From an optimization exercise on the open Yosys and OpenROAD flow, aimed at small area and a short achievable clock period; shortcuts taken in it are not production practice. At most, simulation tests tie the RTL to the original design; equivalence was not proved. Power and IR drop assume default switching activity.

==> flow/design.v <==
`timescale 1ns / 1ps
module fp_logarithm(in_val, clk, ln_output, rst);
input  [31:0] in_val;
input         clk, rst;
output [31:0] ln_output;
localparam [20:0] K8 = 21'h162E43;    
reg [28:0] cX;     
reg [1:0]  m10;    
wire [22:0] cM = {~cX[27:7], m10};
reg [7:0]  cE;
reg [3:0]  st;
reg [32:0] accr;    
reg [31:0] outr;
reg        a2d;
reg [2:0]  h;
reg        sel4, sel1, sel0, sel4n, sel1n, sel0n, xsub, lowf;
reg        one1, two1, neg1, one2, two2, neg2, holdr;
reg        one1n, two1n, neg1n, one2n, two2n, neg2n;
assign ln_output = outr;
always @(posedge clk) begin
  m10 <= in_val[1:0];
  cE <= in_val[30:23];
  st <= st + 4'd1;
end
wire e127c = (cE == 8'd127);
wire subc  = ~cE[7] & ~(&cE[6:0]);           
wire [6:0] ev = subc ? ~cE[6:0] : (cE[6:0] + 7'd1);
reg  [2:0] msbev;
always @* begin
  casez (ev)
    7'b1??????: msbev = 3'd6;
    7'b01?????: msbev = 3'd5;
    7'b001????: msbev = 3'd4;
    7'b0001???: msbev = 3'd3;
    7'b00001??: msbev = 3'd2;
    7'b000001?: msbev = 3'd1;
    default:    msbev = 3'd0;
  endcase
end
wire [6:0] evn   = ev << (3'd6 - msbev);
wire       ovfc  = (evn >= 7'd93);
reg e127, e255, sub, ovf;
reg [2:0] delta;
always @(posedge clk) begin
  e127  <= e127c;
  e255  <= (cE == 8'd255);
  sub   <= subc;
  ovf   <= ovfc;
  delta <= msbev + {2'b0, ovfc};
end
wire [3:0]  ns   = st + 4'd1;
wire ldPA = (ns == 4'd11);
wire ldPB = (ns == 4'd12);
always @(posedge clk) begin
  if (ldPA)      cX <= ovf ? {8'b0, K8} : {7'b0, K8, 1'b0};
  else if (ldPB) cX <= ovf ? {4'b0, K8, 4'b0} : {3'b0, K8, 5'b0};
  else           cX <= {1'b1, ~in_val[22:2], 7'b0};
end
wire [24:0] mext = {1'b0, cM, 1'b0};
wire [8:0]  eext = {1'b0, evn, 1'b0};
reg  [4:0]  win;
reg         hnext;
always @* begin
  win = 5'd0;
  hnext = 1'b0;
  case (ns)
    4'd0: win = mext[4:0];
    4'd1: begin win = mext[8:4];   hnext = e127 & (cM[22:3]  == 20'd0); end
    4'd2: begin win = mext[12:8];  hnext = e127 & (cM[22:7]  == 16'd0); end
    4'd3: begin win = mext[16:12]; hnext = e127 & (cM[22:11] == 12'd0); end
    4'd4: begin win = mext[20:16]; hnext = e127 & (cM[22:15] == 8'd0);  end
    4'd5: begin win = mext[24:20]; hnext = e127 & (cM[22:19] == 4'd0);  end
    4'd11: win = e127 ? 5'd0 : eext[4:0];
    4'd12: win = e127 ? 5'd0 : eext[8:4];
    default: win = 5'd0;
  endcase
  if (hnext) win = 5'd0;
end
always @(posedge clk) begin
  one1 <= win[1] ^ win[0];
  two1 <= (win[2] & ~win[1] & ~win[0]) | (~win[2] & win[1] & win[0]);
  neg1 <= win[2] & ~(win[1] & win[0]);
  one2 <= win[3] ^ win[2];
  two2 <= (win[4] & ~win[3] & ~win[2]) | (~win[4] & win[3] & win[2]);
  neg2 <= win[4] & ~(win[3] & win[2]);
  one1n <= ~(win[1] ^ win[0]);
  two1n <= ~((win[2] & ~win[1] & ~win[0]) | (~win[2] & win[1] & win[0]));
  neg1n <= ~(win[2] & ~(win[1] & win[0]));
  one2n <= ~(win[3] ^ win[2]);
  two2n <= ~((win[4] & ~win[3] & ~win[2]) | (~win[4] & win[3] & win[2]));
  neg2n <= ~(win[4] & ~(win[3] & win[2]));
  holdr <= hnext;
end
reg isQ, isPA, isPB, isS0, isOut;
always @(posedge clk) begin
  isQ   <= (ns <= 4'd5);
  isPA  <= (ns == 4'd11);
  isPB  <= (ns == 4'd12);
  isS0  <= (ns == 4'd0);
  isOut <= (ns == 4'd13);
end
wire c1 = isQ & ~m10[1];
wire [28:0] X = cX;
wire [32:0] lowm = isQ ? 33'h7F : (isPB ? 33'hF : 33'h0);
wire [29:0] c1v  = {22'd0, c1, 7'd0};
wire [29:0] one1v = {{15{~one1n}}, {15{one1}}};
wire [29:0] two1v = {{15{~two1n}}, {15{two1}}};
wire [29:0] neg1v = {{15{~neg1n}}, {15{neg1}}};
wire [29:0] one2v = {{15{~one2n}}, {15{one2}}};
wire [29:0] two2v = {{15{~two2n}}, {15{two2}}};
wire [29:0] neg2v = {{15{~neg2n}}, {15{neg2}}};
wire [29:0] base1 = (one1v & {1'b0, X}) | (two1v & ({X, 1'b0} | c1v));
wire [29:0] base2 = (one2v & {1'b0, X}) | (two2v & ({X, 1'b0} | c1v));
wire [32:0] r1 = {{3{~neg1n}}, base1 ^ (neg1v & ~lowm[29:0])};
wire [32:0] r2 = {{3{~neg2n}}, base2 ^ (neg2v & ~lowm[29:0])};
wire a1 = (one1 | two1) & (neg1 ^ c1);
wire a2 = (one2 | two2) & (neg2 ^ c1);
wire [32:0] ex_a1 = isQ ? ({32'd0, a1} << 7) : (isPB ? ({32'd0, a1} << 4) : {32'd0, a1});
wire [32:0] ex_a2 = isPB ? ({32'd0, a2d} << 2) : ({32'd0, a2d} << 5);
wire [32:0] r2s = {r2[30:0], 2'b00} | ex_a1 | ex_a2;
wire mask = isPA & ~e127;
wire [29:0] s4v = {{15{~sel4n}}, {15{sel4}}};
wire [29:0] s1v = {{15{~sel1n}}, {15{sel1}}};
wire [29:0] s0v = {{15{~sel0n}}, {15{sel0}}};
wire [29:0] acc = (s4v & {accr[32], accr[32:4]}) | (s1v & accr[30:1]) | (s0v & accr[29:0]);
wire [29:0] acc_in = {acc[29:4] ^ {26{xsub}}, lowf ? {4{sub}} : acc[3:0]};
wire cin = mask & sub;
wire [32:0] opa = {{3{acc_in[29]}}, acc_in};
wire [32:0] csa_s = opa ^ r1 ^ r2s;
wire [32:0] csa_c = {(opa[31:0] & r1[31:0]) | (opa[31:0] & r2s[31:0]) | (r1[31:0] & r2s[31:0]), cin};
wire [32:0] sum = csa_s + csa_c;
reg [1:0] shn, shr;
reg e127al;
always @* begin
  shn = 2'd0;
  if (ns <= 4'd5) shn = hnext ? 2'd0 : 2'd2;
  else if (~e127) case (ns)
    4'd6:  shn = delta[2] ? 2'd2 : 2'd0;
    4'd7, 4'd8: shn = delta[1] ? 2'd1 : 2'd0;
    4'd9:  shn = delta[0] ? 2'd1 : 2'd0;
    4'd12: shn = 2'd2;
    default: shn = 2'd0;
  endcase
end
always @(posedge clk) begin
  shr    <= shn;
  e127al <= e127 & (ns >= 4'd7) & (ns <= 4'd10);
end
wire ge24 = |acc[29:24];
wire [1:0] shs = e127al ? {1'b0, ge24} : shr;
always @(posedge clk) begin
  accr <= sum;
  sel4 <= (shs == 2'd2) & (ns != 4'd0);
  sel1 <= (shs == 2'd1) & (ns != 4'd0);
  sel0 <= (shs == 2'd0) & (ns != 4'd0);
  sel4n <= ~((shs == 2'd2) & (ns != 4'd0));
  sel1n <= ~((shs == 2'd1) & (ns != 4'd0));
  sel0n <= ~((shs == 2'd0) & (ns != 4'd0));
  xsub <= (ns == 4'd11) & ~e127 & sub;
  lowf <= (ns == 4'd11) & ~e127;
  a2d <= ((isQ & ~holdr) | isPA) ? a2 : 1'b0;
  if (isS0) h <= 3'd0;
  else if (e127al & ge24) h <= h + 3'd1;
end
wire [24:0] xv = acc[24:0];
reg  [22:0] field;
reg  [1:0]  pofs;  
always @* begin
  if (xv[24])      begin field = xv[23:1];                  pofs = 2'd3; end
  else if (xv[23]) begin field = {xv[22:1], 1'b0};          pofs = 2'd2; end
  else if (xv[22]) begin field = {xv[21:1], 2'b00};         pofs = 2'd1; end
  else             begin field = {xv[20:1], 3'b000};        pofs = 2'd0; end
end
wire [2:0] z = {2'b0, cM[22:3] == 20'd0} + {2'b0, cM[22:7] == 16'd0} + {2'b0, cM[22:11] == 12'd0}
             + {2'b0, cM[22:15] == 8'd0} + {2'b0, cM[22:19] == 4'd0};
wire [7:0] expo = e127 ? (8'd120 - {3'b0, z, 2'b00} + {5'b0, h} + {6'b0, pofs})
                       : (8'd124 + {5'b0, delta} + {6'b0, pofs});
always @(posedge clk) begin
  if (isOut) begin
    if (e255)                    outr <= 32'hcf317216;
    else if (e127 && cM == 23'd0) outr <= 32'h00800000;
    else                         outr <= {sub, expo, field};
  end
end
endmodule
clock: 16.0 ns
lec_check: 0
abc_area: 1
cap_margin: 20
core_margin: 2
core_utilization: 65
slew_margin: 20
standard.sh (not shown) runs the stock make flow with config.mk's settings and CLKGATE_MAP_FILE= SYNTH_SCRIPT=/design/flow/synth_recipe.tcl, a recipe that flattens the netlist after the stock synthesis.
==> flow/flow/run.sh <==
#!/bin/bash
set -e
export BUFFER_PORTS_ARGS="-buffer_cell sky130_fd_sc_hd__buf_2"
export CTS_ARGS="-sink_clustering_enable -repair_clock_nets -buf_list sky130_fd_sc_hd__clkbuf_8 -dont_use_dummy_load"
bash standard.sh > standard.log 2>&1
The baseline finished clean.
Edit:
--- a/flow/design.v
+++ b/flow/design.v
@@ -6,13 +6,13 @@
 localparam [20:0] K8 = 21'h162E43;    
 reg [28:0] cX;     
 reg [1:0]  m10;    
 wire [22:0] cM = {~cX[27:7], m10};
 reg [7:0]  cE;
 reg [3:0]  st;
-reg [32:0] accr;    
+reg [33:0] accr;    
 reg [31:0] outr;
 reg        a2d;
 reg [2:0]  h;
 reg        sel4, sel1, sel0, sel4n, sel1n, sel0n, xsub, lowf;
 reg        one1, two1, neg1, one2, two2, neg2, holdr;
 reg        one1n, two1n, neg1n, one2n, two2n, neg2n;
@@ -98,40 +98,40 @@
   isPB  <= (ns == 4'd12);
   isS0  <= (ns == 4'd0);
   isOut <= (ns == 4'd13);
 end
 wire c1 = isQ & ~m10[1];
 wire [28:0] X = cX;
-wire [32:0] lowm = isQ ? 33'h7F : (isPB ? 33'hF : 33'h0);
+wire [33:0] lowm = isQ ? 34'h7F : (isPB ? 34'hF : 34'h0);
 wire [29:0] c1v  = {22'd0, c1, 7'd0};
 wire [29:0] one1v = {{15{~one1n}}, {15{one1}}};
 wire [29:0] two1v = {{15{~two1n}}, {15{two1}}};
 wire [29:0] neg1v = {{15{~neg1n}}, {15{neg1}}};
 wire [29:0] one2v = {{15{~one2n}}, {15{one2}}};
 wire [29:0] two2v = {{15{~two2n}}, {15{two2}}};
 wire [29:0] neg2v = {{15{~neg2n}}, {15{neg2}}};
 wire [29:0] base1 = (one1v & {1'b0, X}) | (two1v & ({X, 1'b0} | c1v));
 wire [29:0] base2 = (one2v & {1'b0, X}) | (two2v & ({X, 1'b0} | c1v));
-wire [32:0] r1 = {{3{~neg1n}}, base1 ^ (neg1v & ~lowm[29:0])};
-wire [32:0] r2 = {{3{~neg2n}}, base2 ^ (neg2v & ~lowm[29:0])};
+wire [33:0] r1 = {{4{~neg1n}}, base1 ^ (neg1v & ~lowm[29:0])};
+wire [33:0] r2 = {{4{~neg2n}}, base2 ^ (neg2v & ~lowm[29:0])};
 wire a1 = (one1 | two1) & (neg1 ^ c1);
 wire a2 = (one2 | two2) & (neg2 ^ c1);
-wire [32:0] ex_a1 = isQ ? ({32'd0, a1} << 7) : (isPB ? ({32'd0, a1} << 4) : {32'd0, a1});
-wire [32:0] ex_a2 = isPB ? ({32'd0, a2d} << 2) : ({32'd0, a2d} << 5);
-wire [32:0] r2s = {r2[30:0], 2'b00} | ex_a1 | ex_a2;
+wire [33:0] ex_a1 = isQ ? ({33'd0, a1} << 7) : (isPB ? ({33'd0, a1} << 4) : {33'd0, a1});
+wire [33:0] ex_a2 = isPB ? ({33'd0, a2d} << 2) : ({33'd0, a2d} << 5);
+wire [33:0] r2s = {r2[31:0], 2'b00} | ex_a1 | ex_a2;
 wire mask = isPA & ~e127;
 wire [29:0] s4v = {{15{~sel4n}}, {15{sel4}}};
 wire [29:0] s1v = {{15{~sel1n}}, {15{sel1}}};
 wire [29:0] s0v = {{15{~sel0n}}, {15{sel0}}};
-wire [29:0] acc = (s4v & {accr[32], accr[32:4]}) | (s1v & accr[30:1]) | (s0v & accr[29:0]);
+wire [29:0] acc = (s4v & accr[33:4]) | (s1v & accr[30:1]) | (s0v & accr[29:0]);
 wire [29:0] acc_in = {acc[29:4] ^ {26{xsub}}, lowf ? {4{sub}} : acc[3:0]};
 wire cin = mask & sub;
-wire [32:0] opa = {{3{acc_in[29]}}, acc_in};
-wire [32:0] csa_s = opa ^ r1 ^ r2s;
-wire [32:0] csa_c = {(opa[31:0] & r1[31:0]) | (opa[31:0] & r2s[31:0]) | (r1[31:0] & r2s[31:0]), cin};
-wire [32:0] sum = csa_s + csa_c;
+wire [33:0] opa = {{4{acc_in[29]}}, acc_in};
+wire [33:0] csa_s = opa ^ r1 ^ r2s;
+wire [33:0] csa_c = {(opa[32:0] & r1[32:0]) | (opa[32:0] & r2s[32:0]) | (r1[32:0] & r2s[32:0]), cin};
+wire [33:0] sum = csa_s + csa_c;
 reg [1:0] shn, shr;
 reg e127al;
 always @* begin
   shn = 2'd0;
   if (ns <= 4'd5) shn = hnext ? 2'd0 : 2'd2;
   else if (~e127) case (ns)
=> Synthesized area barely changes; first-iteration DRC count falls by 19%; clock power hardly moves; routed wire length falls by 1.5%; synthesized cell count rises by 0.56%; total power rises by 17%; count of clock-buffer cells in the layout is unchanged; hold slack improved by 0.039 ns; critical path depth rises by 1; die area stays flat; cell count rises by 0.78%; maximum frequency rises by 5.0%; utilization rises by 0.11 points; setup slack improved by 0.21 ns.
Function not checked in the first run of this note: the RTL went through the layout flow alone.

-- port drivers added, routing unchanged --
How much do the figures lean on ideal ports? The routed layouts below were timed once more, with nothing changed but the port constraints. Step 1 assumes that a clkbuf_16 drives the clock port and a buf_2 every other input. Step 2 also shifts input and output timing later by t, the mid clock arrival at the registers, as if the neighbouring blocks saw the same clock. a / b / c = ideal / step 1 / step 2; a / b = the first two.
run	t, ns	setup slack, ns	hold slack, ns
the first run	0.484	11.539 / 11.539 / 11.539	0.439 / 0.439 / 0.439
the second run	0.492	11.750 / 11.750 / 11.750	0.478 / 0.478 / 0.478
After both steps every run listed still meets setup and hold.
